Context: an optimization exercise on an open-source flow, tuned for small area. The choices shown serve that exercise and are no tape-out recipe.
RTL that was checked went through simulation tests only; none was proved equivalent to the original.
Power is estimated from default activity; no workload was simulated. The flow treats the clock pin as an ideal source, which a real chip does not have.

==> inputs of v19 <==
## rmii_axis_v1_0
module rmii_axis_v1_0 #
  (
   parameter [7:0]  FPGA_IP_1 = 10,
   parameter [7:0]  FPGA_IP_2 = 0,
   parameter [7:0]  FPGA_IP_3 = 0,
   parameter [7:0]  FPGA_IP_4 = 240,
   parameter [7:0]  HOST_IP_1 = 10,
   parameter [7:0]  HOST_IP_2 = 0,
   parameter [7:0]  HOST_IP_3 = 0,
   parameter [7:0]  HOST_IP_4 = 10,
   parameter [15:0] FPGA_PORT = 17767,
   parameter [15:0] HOST_PORT = 17767,
   parameter [47:0] FPGA_MAC = 48'he86a64e7e830,
   parameter [47:0] HOST_MAC = 48'he86a64e7e829,
   parameter [15:0] HEADER_CHECKSUM = 16'h65b3,
   parameter	    CHECK_DESTINATION = 1
   )
   (
    input wire		aclk,
    input wire		aresetn,
    input wire		ETH_CRSDV,
    input wire [1:0]	ETH_RXD,
    output wire		ETH_TXEN,
    output wire [1:0]	ETH_TXD,
    output wire		m00_axis_tvalid,
    output wire [7 : 0]	m00_axis_tdata,
    output wire		m00_axis_tlast,
    output wire		s00_axis_tready,
    input wire [7 : 0]	s00_axis_tdata,
    input wire		s00_axis_tlast,
    input wire [11:0]	s00_axis_tuser,
    input wire		s00_axis_tvalid
    );
   localparam		HOST_IP = {HOST_IP_1,HOST_IP_2,HOST_IP_3,HOST_IP_4};
   localparam		FPGA_IP = {FPGA_IP_1,FPGA_IP_2,FPGA_IP_3,FPGA_IP_4};
   packet_gen
     #(
       .FPGA_MAC(FPGA_MAC),
       .HOST_MAC(HOST_MAC),
       .FPGA_IP(FPGA_IP),
       .HOST_IP(HOST_IP),
       .FPGA_PORT(FPGA_PORT),
       .HOST_PORT(HOST_PORT),
       .HEADER_CHECKSUM(HEADER_CHECKSUM)
       )
   packet_gen_i
     (
      .CLK(aclk),
  ...
==> module data_fifo, before the edit <==
module data_fifo
  #(
    parameter DEPTH = 63,
    parameter WIDTH = 8
    )
   (
    input		 clk,
    input		 srst,
    input [WIDTH-1:0]	 din,
    input		 wr_en,
    input		 rd_en,
    output [WIDTH-1:0]	 dout,
    output [5:0]	 count
    );
   logic [WIDTH-1:0]	 mem [1:DEPTH];
   logic [5:0]		 cnt;
   assign dout  = mem[cnt];
   assign count = cnt;
   always @(posedge clk) begin
      if (wr_en) begin
	 mem[1] <= din;
	 for (int i = 2; i <= DEPTH; i++)
	   mem[i] <= mem[i-1];
      end
   end
   always @(posedge clk) begin
      if (srst)
	cnt <= '0;
      else
	cnt <= cnt + {5'd0, wr_en} - {5'd0, rd_en};
   end
endmodule
==> module packet_gen, before the edit <==
module packet_gen
  #(
   parameter [31:0] FPGA_IP = 32'hC0A80164,
   parameter [31:0] HOST_IP = 32'hC0A80165,
   parameter [15:0] FPGA_PORT = 16'h4567,
   parameter [15:0] HOST_PORT = 16'h4567,
   parameter [47:0] FPGA_MAC = 48'he86a64e7e830,
   parameter [47:0] HOST_MAC = 48'he86a64e7e829,
   parameter [15:0] HEADER_CHECKSUM = 16'h65ba
    )
   (
    input		CLK,
    input		RST,
    input [7:0]		S_AXIS_TDATA,
    input		S_AXIS_TVALID,
    input		S_AXIS_TLAST,
    output		S_AXIS_TREADY,
    input [11:0]	S_AXIS_TUSER,
    output logic	TX_EN,
    output logic [1:0]	TXD
    );
   logic [5:0]		n;
   assign n = S_AXIS_TUSER[5:0];
   logic		in_pkt;      
   logic [5:0]		fifo_count;
   logic [6:0]		space_sum;
   logic		fifo_wr_en;
   logic		fifo_rd_en;
   logic [7:0]		fifo_out;
   assign space_sum = {1'b0, fifo_count} + {1'b0, n};
   assign S_AXIS_TREADY = in_pkt | ~space_sum[6];
   assign fifo_wr_en = S_AXIS_TVALID & S_AXIS_TREADY;
   always_ff @(posedge CLK) begin
      if (RST)
	in_pkt <= 1'b0;
      else if (fifo_wr_en)
	in_pkt <= ~S_AXIS_TLAST;
   end
   data_fifo data_fifo_i
     (
      .clk(CLK),
      .srst(RST),
      .din(S_AXIS_TDATA),
      .wr_en(fifo_wr_en),
      .rd_en(fifo_rd_en),
      .dout(fifo_out),
      .count(fifo_count)
      );
   localparam [1:0] IDLE = 2'd0, HDR = 2'd1, DATA = 2'd2, TAIL = 2'd3;
   logic [1:0]		state;
   logic [7:0]		pos;
   logic [7:0]		pos_inc;
   logic		pos_last;
   logic		data_end;
   assign pos_inc  = pos + 8'd1;
   assign pos_last = &pos;
   assign data_end = (&pos[1:0]) && (pos_inc[7:2] == n);
   always_ff @(posedge CLK) begin
      if (RST)
	state <= IDLE;
      else
	case (state)
	  IDLE: if (fifo_count >= n) state <= HDR;
	  HDR:  if (pos_last) state <= DATA;
	  DATA: if (data_end) state <= TAIL;
	  TAIL: if (pos_last) state <= IDLE;
	endcase
   end
   always_ff @(posedge CLK) begin
      if (state == IDLE)
	pos <= 8'd56;
      else if (state == DATA && data_end)
	pos <= 8'd192;
      else
	pos <= pos_inc;
   end
   logic [1:0]		hdr_dibit;
   logic [7:0]		data_buffer;
   logic [31:0]		crc;
   logic		byte_load;
   logic [1:0]		tx_data;
   logic		tx_valid;
   logic		crc_en;
   logic		crc_init;
   eth_header_gen
     #(
       .FPGA_MAC(FPGA_MAC),
       .HOST_MAC(HOST_MAC),
       .FPGA_IP(FPGA_IP),
       .HOST_IP(HOST_IP),
       .FPGA_PORT(FPGA_PORT),
       .HOST_PORT(HOST_PORT),
       .HEADER_CHECKSUM(HEADER_CHECKSUM)
       )
   eth_header_gen
     (
      .payload_bytes(n),
      .pos(pos),
      .dibit(hdr_dibit)
      );
   assign byte_load = (state == HDR && pos_last) || (state == DATA && (&pos[1:0]));
   always_ff @(posedge CLK) begin
      if (byte_load)
	data_buffer <= fifo_out;
      else
	data_buffer <= {2'b00, data_buffer[7:2]};
   end
   assign fifo_rd_en = state == DATA && pos[1:0] == 2'b00;
   always_comb begin
      case (state)
	HDR:     tx_data = hdr_dibit;
	DATA:    tx_data = data_buffer[1:0];
	default: tx_data = ~crc[1:0];
      endcase
   end
   assign tx_valid = (state == HDR) || (state == DATA) || (state == TAIL && pos[5:4] == 2'b00);
   assign crc_en   = (state == DATA) || (state == HDR && pos >= 8'd88);
   assign crc_init = (state == IDLE) || (state == HDR && pos < 8'd88);
   crc_gen crc_gen_i
     (
      .clk(CLK),
      .init(crc_init),
      .data_in(tx_data),
      .crc_en(crc_en),
      .lfsr(crc)
      );
   always_ff @(posedge CLK) begin
      if (RST)
	TX_EN <= 1'b0;
      else
	TX_EN <= tx_valid;
      TXD <= tx_data;
   end
endmodule
clock: 10.0 ns
lec_check: 0
cap_margin: 20
core_margin: 2
core_utilization: 85
slew_margin: 20
run.sh (not shown) runs the stock make flow with config.mk's settings and CLKGATE_MAP_FILE= SYNTH_SCRIPT=/design/flow/synth_recipe.tcl, a recipe that flattens the netlist after the stock synthesis.
==> inputs of v12, as changes to v19 <==
--- a/flow/design.v
+++ b/flow/design.v
@@ -13,22 +13,53 @@
     output [WIDTH-1:0]	 dout,
     output [5:0]	 count
     );
-   logic [WIDTH-1:0]	 mem [1:DEPTH];
+   localparam GROUPS = (DEPTH + 6) / 8;    
+   logic [WIDTH-1:0]	 mem [0:DEPTH-1];
+   logic [DEPTH-1:0]	 valid;
+   logic [DEPTH-1:0]	 mv;       
+   logic [DEPTH-1:0]	 leave;    
+   logic [GROUPS:0]	 gleave;   
    logic [5:0]		 cnt;
-   assign dout  = mem[cnt];
+   assign dout  = mem[0];
    assign count = cnt;
-   always @(posedge clk) begin
-      if (wr_en) begin
-	 mem[1] <= din;
-	 for (int i = 2; i <= DEPTH; i++)
-	   mem[i] <= mem[i-1];
+   always_comb begin
+      logic g, p;
+      gleave[0] = rd_en;
+      for (int j = 0; j < GROUPS; j++) begin
+	 g = 1'b0;
+	 p = 1'b1;
+	 for (int i = 8*j; i < 8*j+8 && i < DEPTH-1; i++) begin
+	    g = (valid[i+1] & ~valid[i]) | (valid[i+1] & g);
+	    p = p & valid[i+1];
+	 end
+	 gleave[j+1] = g | (p & gleave[j]);
       end
+      for (int i = 0; i < DEPTH; i++) begin
+	 if (i % 8 == 0)
+	   leave[i] = gleave[i/8];
+	 else
+	   leave[i] = valid[i] & (~valid[i-1] | leave[i-1]);
+      end
+      for (int i = 0; i < DEPTH-1; i++)
+	mv[i] = leave[i+1];
+      mv[DEPTH-1] = wr_en;
    end
    always @(posedge clk) begin
-      if (srst)
-	cnt <= '0;
-      else
-	cnt <= cnt + {5'd0, wr_en} - {5'd0, rd_en};
+      for (int i = 0; i < DEPTH-1; i++)
+	if (mv[i])
+	  mem[i] <= mem[i+1];
+      if (wr_en)
+	mem[DEPTH-1] <= din;
+   end
+   always @(posedge clk) begin
+      if (srst) begin
+	 valid <= '0;
+	 cnt   <= '0;
+      end
+      else begin
+	 valid <= mv | (valid & ~leave);
+	 cnt   <= cnt + {5'd0, wr_en} - {5'd0, rd_en};
+      end
    end
 endmodule
 `timescale 1ps / 1ps
@@ -143,12 +174,10 @@
    assign n = S_AXIS_TUSER[5:0];
    logic		in_pkt;      
    logic [5:0]		fifo_count;
-   logic [6:0]		space_sum;
    logic		fifo_wr_en;
    logic		fifo_rd_en;
    logic [7:0]		fifo_out;
-   assign space_sum = {1'b0, fifo_count} + {1'b0, n};
-   assign S_AXIS_TREADY = in_pkt | ~space_sum[6];
+   assign S_AXIS_TREADY = in_pkt | (fifo_count <= ~n);
    assign fifo_wr_en = S_AXIS_TVALID & S_AXIS_TREADY;
    always_ff @(posedge CLK) begin
       if (RST)
==> flow/flow/run.sh (new file) <==
#!/bin/bash
# The standard layout (standard.sh), with two changes to how it is made:
#  - ports are buffered with the smallest buffer instead of the default
#    clkdlybuf4s50_1 (every input and output port still gets a buffer);
#  - clock tree synthesis uses larger sink clusters of clkbuf_16 leaves and
#    no dummy loads.
# Synthesis, floorplan, power grid, tap cells, placement and routing are
# the standard flow's.  The make output goes to standard.log.
set -euo pipefail
export BUFFER_PORTS_ARGS="-buffer_cell sky130_fd_sc_hd__buf_1"
export CTS_ARGS="-sink_clustering_enable -repair_clock_nets -dont_use_dummy_load -buf_list sky130_fd_sc_hd__clkbuf_16 -sink_clustering_size 30 -sink_clustering_max_diameter 80"
bash standard.sh > standard.log 2>&1
==> flow/standard.sh (new file) <==
#!/bin/bash
# synth_recipe.tcl (not shown) runs the flow's synth.tcl, then flattens the netlist and writes it again
# the make line also repeats each setting of config.mk as NAME=value (left out here)
make -C /OpenROAD-flow-scripts/flow DESIGN_CONFIG=/design/flow/config.mk WORK_HOME=/design/flow/orfs CLKGATE_MAP_FILE= SYNTH_SCRIPT=/design/flow/synth_recipe.tcl "${@:-finish}"
CORE_UTILIZATION = 65   (was 85)
removed: flow/run.sh
==> qor summary <==
| metric | v19 | v12 |
|---|---|---|
| Half-perimeter wire length after placement | 45700 um | 20800 um |
| Number of flip-flops and latches in the synthesized netlist | 594 | 657 |
| Multiplexer area fraction after synthesis | 0.447% | 0.430% |
| Number of buffers created by CTS | 53 | 27 |
| # clock sinks | 594 | 657 |
| Post-synthesis instance area | 0.0232 sq mm | 0.0227 sq mm |
| Simple-gate share of the synthesized area | 7.81% | 8.71% |
| Share of the synthesized netlist area taken by xor and xnor gates | 1.36% | 1.58% |
| Post-Synthesis Net Count | 1600 | 1461 |
| H-Tree Level Count | 2 | 1 |
| Portion of synthesized cell area occupied by the leading cell type | 65.2% | 66.6% |
| Proportion of synthesized chip area in sequential cells | 72.9% | 80.1% |
| Overall die width | 169 um | 191 um |
| Final GP Congestion | 1.05 | 0.829 |
| Distinct cell type count after synthesis | 72 | 71 |
| Outcome | aborted with a tool error | finished clean |
| Last stage reached | global routing (5_1_grt) | - |
| Count of standard-cell rows | 60 | 68 |
| Placed Cells | 1920 | 1843 |
| Initial standard-cell utilization of the core | 86.4% | 65.9% |
| Setup slack at placement | 3550 ps | 4410 ps |
For v19, only the layout was checked, not whether the RTL still works.

========
==> willow: inputs <==
rmii_axis_v1_0, a different RTL version from the one above (not shown whole).
Design rmii_axis_v1_0, start of the top module:
module rmii_axis_v1_0 #
  (
   parameter [7:0]  FPGA_IP_1 = 10,
   parameter [7:0]  FPGA_IP_2 = 0,
   parameter [7:0]  FPGA_IP_3 = 0,
   parameter [7:0]  FPGA_IP_4 = 240,
   parameter [7:0]  HOST_IP_1 = 10,
   parameter [7:0]  HOST_IP_2 = 0,
   parameter [7:0]  HOST_IP_3 = 0,
   parameter [7:0]  HOST_IP_4 = 10,
   parameter [15:0] FPGA_PORT = 17767,
   parameter [15:0] HOST_PORT = 17767,
   parameter [47:0] FPGA_MAC = 48'he86a64e7e830,
   parameter [47:0] HOST_MAC = 48'he86a64e7e829,
   parameter [15:0] HEADER_CHECKSUM = 16'h65b3,
   parameter	    CHECK_DESTINATION = 1
   )
   (
    input wire		aclk,
    input wire		aresetn,
    input wire		ETH_CRSDV,
    input wire [1:0]	ETH_RXD,
    output wire		ETH_TXEN,
    output wire [1:0]	ETH_TXD,
    output wire		m00_axis_tvalid,
    output wire [7 : 0]	m00_axis_tdata,
    output wire		m00_axis_tlast,
    output wire		s00_axis_tready,
    input wire [7 : 0]	s00_axis_tdata,
    input wire		s00_axis_tlast,
    input wire [11:0]	s00_axis_tuser,
    input wire		s00_axis_tvalid
    );
   localparam		HOST_IP = {HOST_IP_1,HOST_IP_2,HOST_IP_3,HOST_IP_4};
   localparam		FPGA_IP = {FPGA_IP_1,FPGA_IP_2,FPGA_IP_3,FPGA_IP_4};
   packet_gen
     #(
       .FPGA_MAC(FPGA_MAC),
       .HOST_MAC(HOST_MAC),
       .FPGA_IP(FPGA_IP),
       .HOST_IP(HOST_IP),
       .FPGA_PORT(FPGA_PORT),
       .HOST_PORT(HOST_PORT),
       .HEADER_CHECKSUM(HEADER_CHECKSUM)
       )
   packet_gen_i
  ...
Settings: LEC_CHECK=0, CAP_MARGIN=20, CORE_MARGIN=2, CORE_UTILIZATION=65, CTS_BUF_LIST=sky130_fd_sc_hd__clkbuf_4, SLEW_MARGIN=20; clock period 10.0 ns.
Stock flow here: none of the scripts above is used.
==> yarrow (differences from willow) <==
--- a/flow/design.v
+++ b/flow/design.v
@@ -175,10 +175,8 @@
    logic		in_pkt;      
    logic [5:0]		fifo_count;
-   logic [6:0]		space_sum;
    logic		fifo_wr_en;
    logic		fifo_rd_en;
    logic [7:0]		fifo_out;
-   assign space_sum = {1'b0, fifo_count} + {1'b0, n};
-   assign S_AXIS_TREADY = in_pkt | ~space_sum[6];
+   assign S_AXIS_TREADY = in_pkt | (fifo_count <= ~n);
    assign fifo_wr_en = S_AXIS_TVALID & S_AXIS_TREADY;
    always_ff @(posedge CLK) begin
==> flow/flow/run.sh (new file) <==
#!/bin/bash
# The standard layout (standard.sh), with two changes to how it is made:
#  - ports are buffered with the smallest buffer instead of the default
#    clkdlybuf4s50_1 (every input and output port still gets a buffer);
#  - clock tree synthesis uses larger sink clusters of clkbuf_16 leaves and
#    no dummy loads.
# Synthesis, floorplan, power grid, tap cells, placement and routing are
# the standard flow's.  The make output goes to standard.log.
set -euo pipefail
export BUFFER_PORTS_ARGS="-buffer_cell sky130_fd_sc_hd__buf_1"
export CTS_ARGS="-sink_clustering_enable -repair_clock_nets -dont_use_dummy_load -buf_list sky130_fd_sc_hd__clkbuf_16 -sink_clustering_size 30 -sink_clustering_max_diameter 80"
bash standard.sh > standard.log 2>&1
==> flow/standard.sh (new file) <==
#!/bin/bash
# synth_recipe.tcl (not shown) runs the flow's synth.tcl, then flattens the netlist and writes it again
# the make line also repeats each setting of config.mk as NAME=value (left out here)
make -C /OpenROAD-flow-scripts/flow DESIGN_CONFIG=/design/flow/config.mk WORK_HOME=/design/flow/orfs CLKGATE_MAP_FILE= SYNTH_SCRIPT=/design/flow/synth_recipe.tcl "${@:-finish}"
- CORE_UTILIZATION: 65 -> 75
- CTS_BUF_LIST: sky130_fd_sc_hd__clkbuf_4 -> unset
removed: flow/run.sh
==> comparison <==
- Of willow and yarrow, yarrow has the higher utilization (gap 6.2 points).
- In sequential power, yarrow and willow hardly differ.
- In yarrow the area after synthesis is smaller than in willow, by 0.82%.
- In willow the maximum frequency is smaller than in yarrow, by about 10%.
- Of willow and yarrow, yarrow has the higher worst setup slack (gap 0.62 ns).
- Between willow and yarrow, the lower combinational power is in yarrow (gap about 3%, measured against yarrow).
- Against yarrow, the via count of willow is higher by about 2.4%.
- Synthesized cell count: willow is lower than yarrow (3.2%).
No functional check of the RTL was part of willow.

-- separate check: timing with driven ports --
Ports are ideal in the flow. The routed layouts listed here were re-timed in OpenROAD.
Step 1: set_driving_cell puts a clkbuf_16 on aclk and a buf_2 on each other input, an assumption about the parent block.
Step 2 times the ports against the registers' clock, not the clock port: input delays grow and output delays shrink by t, the midpoint of the rising clock arrivals with the driver on.
Three values: ideal ports, drivers, drivers and shift; two values: the first two.
run	shift t [ns]	slack for setup (ns)	hold slack, ns	worst setup path after step 2	pins driven straight from the clock port
v12	0.601	4.430 / 4.403 / 4.403	0.315 / 0.315 / 0.315	input to output	1
willow	0.834	3.845 / 3.822 / 3.822	0.326 / 0.326 / 0.326	input to output	1
yarrow	0.602	4.465 / 4.436 / 4.436	0.333 / 0.333 / 0.333	input to output	1
After both steps setup and hold are still met in every run listed. The setup slack of yarrow, which loses most, moves by -0.029 ns with the drivers and by -0.029 ns with both steps.
